Context: an optimization exercise on an open-source flow, tuned for small area. The choices shown serve that exercise and are no tape-out recipe. Only simulation tests tie the RTL to the original design; equivalence was not proved. No activity file was given, so power comes from the tool's default toggle rates.

// DLL_RD
module DLL_RD(
	input wire sclk,
	input wire srst_n,
	input wire [11:0] cc_p_h_i,		         
    input wire [11:0] cc_p_d_i,		         
	input wire [11:0] cc_np_h_i,		     
	input wire [11:0] cc_cpl_h_i,	         
    input wire [11:0] cc_cpl_d_i,            
	output wire [255:0] dll2tl_data_o,
    output wire [2:0] dll2tl_data_en_o,
    output wire [11:0] ep_cc_p_h_o,
    output wire [11:0] ep_cc_p_d_o,
	output wire ep_cc_p_en_o,
    output wire [11:0] ep_cc_np_h_o,
    output wire ep_cc_np_en_o,
    output wire [11:0] ep_cc_cpl_h_o,
    output wire [11:0] ep_cc_cpl_d_o,
    output wire ep_cc_cpl_en_o,
    output wire [11:0] ep_cl_p_h_o,
    output wire [11:0] ep_cl_p_d_o,
    output wire [11:0] ep_cl_np_h_o,
    output wire [11:0] ep_cl_cpl_h_o,
    output wire [11:0] ep_cl_cpl_d_o,
	output wire ep_cl_en_o,
	output wire updatefc_p_o,
	output wire updatefc_np_o,
	output wire updatefc_cpl_o,
	input wire arb_ready_i,
	output wire dllp_valid_o,
	output wire [255:0] dllp_data_o,
	input pipe2dll_valid_i,
	input wire [255:0] pipe2dll_data_i,
	output wire [15:0] acknak_seq_num_o,
    output wire [1:0] acknak_seq_en_o,
	output wire [1:0] dlcm_state
);
For scale: roughly 3400 cells after synthesis, about 980 I/O pins.
clock: 6.0 ns
lec_check: 0
cap_margin: 20
core_margin: 2
core_utilization: 40
cts_buf_list: sky130_fd_sc_hd__clkbuf_4 sky130_fd_sc_hd__clkbuf_8
place_density: 0.6
slew_margin: 20
standard.sh (not shown) runs the stock make flow with config.mk's settings and CLKGATE_MAP_FILE= SYNTH_SCRIPT=/design/flow/synth_recipe.tcl, a recipe that flattens the netlist after the stock synthesis.
==> flow/flow/run.sh <==
#!/bin/bash
# The standard layout (the standard.sh: ORFS synthesis, floorplan, place, CTS, route,
# finish), with the port buffers that global placement inserts made from
# sky130_fd_sc_hd__buf_1 instead of the cell buffer_ports picks by default.
set -euo pipefail
cd "$(dirname "$0")/.."
bash standard.sh "BUFFER_PORTS_ARGS=-buffer_cell sky130_fd_sc_hd__buf_1" finish > make_finish.log 2>&1
The first run finished with timing, DRC and antenna clean.
Next try:
- CAP_MARGIN: 20 -> 5
- CTS_BUF_LIST: sky130_fd_sc_hd__clkbuf_4 sky130_fd_sc_hd__clkbuf_8 -> sky130_fd_sc_hd__clkbuf_16
- CTS_CLUSTER_DIAMETER: unset -> 80
- CTS_CLUSTER_SIZE: unset -> 30
- SLEW_MARGIN: 20 -> 5
Effect: Global-route usage is lower by 0.48 points. Cell area falls by a few percent. Total power came out lower by a little under a tenth. First-iteration DRC count rises by a little under a tenth. Wire length fell slightly. Worst setup slack gets worse by 0.014 ns. Non-clock buffer count came out lower by 7. Area after synthesis stays the same. Sequential power stays flat. Register-to-register slack improved by 0.06 ns. Maximum frequency hardly moves.
Next try:
==> flow/run.sh (new file) <==
#!/bin/bash
# synth_recipe.tcl (not shown) runs the flow's synth.tcl, then flattens the netlist and writes it again
# the make line also repeats each setting of config.mk as NAME=value (left out here)
make -C /OpenROAD-flow-scripts/flow DESIGN_CONFIG=/design/flow/config.mk WORK_HOME=/design/flow/orfs CLKGATE_MAP_FILE= SYNTH_SCRIPT=/design/flow/synth_recipe.tcl finish
- ABC_AREA: unset -> 1
- CAP_MARGIN: 5 -> 20
- CTS_BUF_LIST: sky130_fd_sc_hd__clkbuf_16 -> unset
- CTS_CLUSTER_DIAMETER: 80 -> unset
- CTS_CLUSTER_SIZE: 30 -> unset
- SLEW_MARGIN: 5 -> 20
removed: flow/flow/run.sh
removed: flow/standard.sh
After rerunning:
- non-clock buffer count falls by 19
- routed wire length rises by roughly a tenth
- count of clock-buffer cells in the layout rises by 113
- area after synthesis rises by a few percent
- critical path depth rises by 11
- utilization rises by 5.1 points
- setup slack improved by 0.13 ns
- final cell count rises by about a fifth
Next try:
- ABC_AREA: 1 -> unset
- CTS_BUF_LIST: unset -> sky130_fd_sc_hd__clkbuf_4 sky130_fd_sc_hd__clkbuf_8
Outcome: Via count is lower by 14%. Worst setup slack gets worse by 0.17 ns. Count of clock-buffer cells in the layout is higher by 137. Core utilization is higher by 0.19 points. Routed wire length is lower by about 8%.
Next try:
==> flow/flow/run.sh (new file) <==
#!/bin/bash
# The standard layout (the standard.sh: ORFS synthesis, floorplan, place, CTS, route,
# finish), with the port buffers that global placement inserts made from
# sky130_fd_sc_hd__buf_1 instead of the cell buffer_ports picks by default.
set -euo pipefail
cd "$(dirname "$0")/.."
bash standard.sh "BUFFER_PORTS_ARGS=-buffer_cell sky130_fd_sc_hd__buf_1" finish > make_finish.log 2>&1
==> flow/standard.sh (new file) <==
#!/bin/bash
# synth_recipe.tcl (not shown) runs the flow's synth.tcl, then flattens the netlist and writes it again
# the make line also repeats each setting of config.mk as NAME=value (left out here)
make -C /OpenROAD-flow-scripts/flow DESIGN_CONFIG=/design/flow/config.mk WORK_HOME=/design/flow/orfs CLKGATE_MAP_FILE= SYNTH_SCRIPT=/design/flow/synth_recipe.tcl "${@:-finish}"
- CTS_BUF_LIST: sky130_fd_sc_hd__clkbuf_4 sky130_fd_sc_hd__clkbuf_8 -> sky130_fd_sc_hd__clkbuf_16
- CTS_CLUSTER_DIAMETER: unset -> 80
- CTS_CLUSTER_SIZE: unset -> 30
removed: flow/run.sh
What happened: Combinational power fell by 14%. Via count went down by 4.0%. Utilization went down by 5.4 points. Register-to-register slack gets worse by 0.23 ns. Wire length decreases by 4.8%. Clock-buffer cell count shrinks by 251. Sequential share of layout area rises by 7.1 points.
Next try:
- CORE_UTILIZATION: 40 -> 60
- PLACE_DENSITY: 0.6 -> 0.75
Flip-flop and latch count is unchanged; power is lower by a few percent; critical path depth is lower by 2; design area is lower by a few percent.

* * *

Setup of lane 1:
Starting RTL as in the previous note.
export LEC_CHECK = 0
export CAP_MARGIN = 20
export CORE_MARGIN = 2
export CORE_UTILIZATION = 40
export CTS_BUF_LIST = sky130_fd_sc_hd__clkbuf_16
export CTS_CLUSTER_DIAMETER = 80
export CTS_CLUSTER_SIZE = 30
export GPL_TIMING_DRIVEN = 0
export PLACE_DENSITY = 0.6
export SLEW_MARGIN = 20
create_clock -name core_clock -period 6.0 [get_ports {sclk}]
==> flow/flow/run.sh <==
#!/bin/bash
# The standard layout (the standard.sh: ORFS synthesis, floorplan, place, CTS, route,
# finish), with the port buffers that global placement inserts made from
# sky130_fd_sc_hd__buf_1 instead of the cell buffer_ports picks by default.
set -euo pipefail
cd "$(dirname "$0")/.."
bash standard.sh "BUFFER_PORTS_ARGS=-buffer_cell sky130_fd_sc_hd__buf_1" finish > make_finish.log 2>&1
Looking at the reports, lane 1 completed the entire flow and the layout it produced met the timing, design-rule and antenna checks.
The following lists how lane 2 was set up differently from lane 1:
==> flow/run.sh (new file) <==
#!/bin/bash
# synth_recipe.tcl (not shown) runs the flow's synth.tcl, then flattens the netlist and writes it again
# the make line also repeats each setting of config.mk as NAME=value (left out here)
make -C /OpenROAD-flow-scripts/flow DESIGN_CONFIG=/design/flow/config.mk WORK_HOME=/design/flow/orfs CLKGATE_MAP_FILE= SYNTH_SCRIPT=/design/flow/synth_recipe.tcl finish
-- flow/config.mk --
<<< lane 1, line 10
export CORE_UTILIZATION = 40
export CTS_BUF_LIST = sky130_fd_sc_hd__clkbuf_16
export CTS_CLUSTER_DIAMETER = 80
export CTS_CLUSTER_SIZE = 30
export GPL_TIMING_DRIVEN = 0
export PLACE_DENSITY = 0.6
>>> lane 2, line 10
export CORE_UTILIZATION = 40
export PLACE_DENSITY = 0.6
removed: flow/flow/run.sh
removed: flow/standard.sh
Results
Lane 2: no failed stages, no open violations at the end
Lane 2 packs its core tighter than lane 1.
Compared to lane 1, lane 2 has total track usage 1.3 points lower.
In the tables for lane 1 and lane 2, instance area at placement reads lower with lane 1.
Routed via count divided by cell count of lane 2 exceeds that of lane 1 slightly.
Lane 1 leaves more setup margin than lane 2.
Against lane 1, time the final worst path needs with I/O delays and setup in lane 2 came out worse.
NOTE: register clock-pin slew on the reported worst setup and hold paths in lane 2 falls short of that of lane 1
| fmax | lower: lane 2 |
Lane 1 ended up with dllp_data_o[51] as its end point of the critical path; lane 2 ended up with dllp_data_o[50].
Relative to lane 1, the power dissipated in the clock network of lane 2 is higher by about 46%.
Total power of lane 2 exceeds that of lane 1 by a little under 10%.
Setup changes, lane 2 to lane 3
==> flow/flow/run.sh (new file) <==
#!/bin/bash
# The standard layout (the standard.sh: ORFS synthesis, floorplan, place, CTS, route,
# finish), with the port buffers that global placement inserts made from
# sky130_fd_sc_hd__buf_1 instead of the cell buffer_ports picks by default.
set -euo pipefail
cd "$(dirname "$0")/.."
bash standard.sh "BUFFER_PORTS_ARGS=-buffer_cell sky130_fd_sc_hd__buf_1" finish > make_finish.log 2>&1
==> flow/standard.sh (new file) <==
#!/bin/bash
# synth_recipe.tcl (not shown) runs the flow's synth.tcl, then flattens the netlist and writes it again
# the make line also repeats each setting of config.mk as NAME=value (left out here)
make -C /OpenROAD-flow-scripts/flow DESIGN_CONFIG=/design/flow/config.mk WORK_HOME=/design/flow/orfs CLKGATE_MAP_FILE= SYNTH_SCRIPT=/design/flow/synth_recipe.tcl "${@:-finish}"
-- flow/config.mk --
<<< lane 2, line 10
export CORE_UTILIZATION = 40
export PLACE_DENSITY = 0.6
>>> lane 3, line 10
export CORE_UTILIZATION = 40
export CTS_BUF_LIST = sky130_fd_sc_hd__clkbuf_8
export CTS_CLUSTER_DIAMETER = 60
export CTS_CLUSTER_SIZE = 20
export PLACE_DENSITY = 0.6
removed: flow/run.sh
==> run notes <==
Status | lane 2 and lane 3 | clean
Changes observed in lane 3 relative to lane 2: wire length shrank by about 3%, fraction of cell area in non-clock buffers decreased by 6.4 points relative to the old numbers, critical path depth saw a decrease.
## Diff of input files: lane 4 against lane 3
-- flow/config.mk --
<<< lane 3, line 10
export CORE_UTILIZATION = 40
export CTS_BUF_LIST = sky130_fd_sc_hd__clkbuf_8
export CTS_CLUSTER_DIAMETER = 60
export CTS_CLUSTER_SIZE = 20
export PLACE_DENSITY = 0.6
>>> lane 4, line 10
export CORE_UTILIZATION = 40
export CTS_BUF_LIST = sky130_fd_sc_hd__clkbuf_16
export CTS_CLUSTER_DIAMETER = 60
export CTS_CLUSTER_SIZE = 36
export PLACE_DENSITY = 0.6
Findings:
Compared lane 3 against lane 4; non-clock buffer area fraction after layout within noise. Compared with lane 3, in lane 4 overall power consumption now sits higher; wire length of the first global-routing pass now sits higher. Going from lane 3 to lane 4, final cell count level; register-to-register path setup slack level.

## re-timing with driven ports
The results above use ideal ports. As a check the final layouts listed here were re-extracted and re-timed, cells and wires unchanged.
Step 1: set_driving_cell puts a clkbuf_16 on sclk and a buf_2 on each other input, an assumption about the parent block.
Step 2 adds t to the input delays and takes it off the output delays; t is the mean of the earliest and latest rising clock arrival at the registers after step 1. Input paths then give back, and output paths get back, about the clock's delay inside the block.
Three values: no drivers, after step 1, after step 2; two values: the first two.
run	shift t [ns]	setup WS [ns]	hold slack, ns
the first run of note 1	0.989	0.256 / 0.179 / 0.787	0.386 / 0.380 / 0.386
the second run of note 1	0.759	0.241 / 0.167 / 0.858	0.378 / 0.378 / 0.378
the third run of note 1	0.859	0.367 / 0.287 / 0.962	0.399 / 0.399 / 0.399
the fourth run of note 1	1.000	0.196 / 0.121 / 0.323	0.385 / 0.385 / 0.385
the fifth run of note 1	0.748	0.233 / 0.158 / 0.837	0.391 / 0.391 / 0.391
the sixth run of note 1	0.738	0.264 / 0.192 / 0.696	0.406 / 0.406 / 0.406
lane 1	0.776	0.222 / 0.139 / 0.068	0.398 / 0.398 / 0.398
lane 2	0.833	0.159 / 0.083 / 0.335	0.405 / 0.405 / 0.405
lane 3	0.901	0.249 / 0.168 / 0.805	0.391 / 0.391 / 0.391
lane 4	0.802	0.231 / 0.155 / 0.820	0.381 / 0.381 / 0.381
After both steps setup and hold are still met in every run listed. The setup slack of lane 1, which loses most, moves by -0.083 ns with the drivers and by -0.154 ns with both steps.
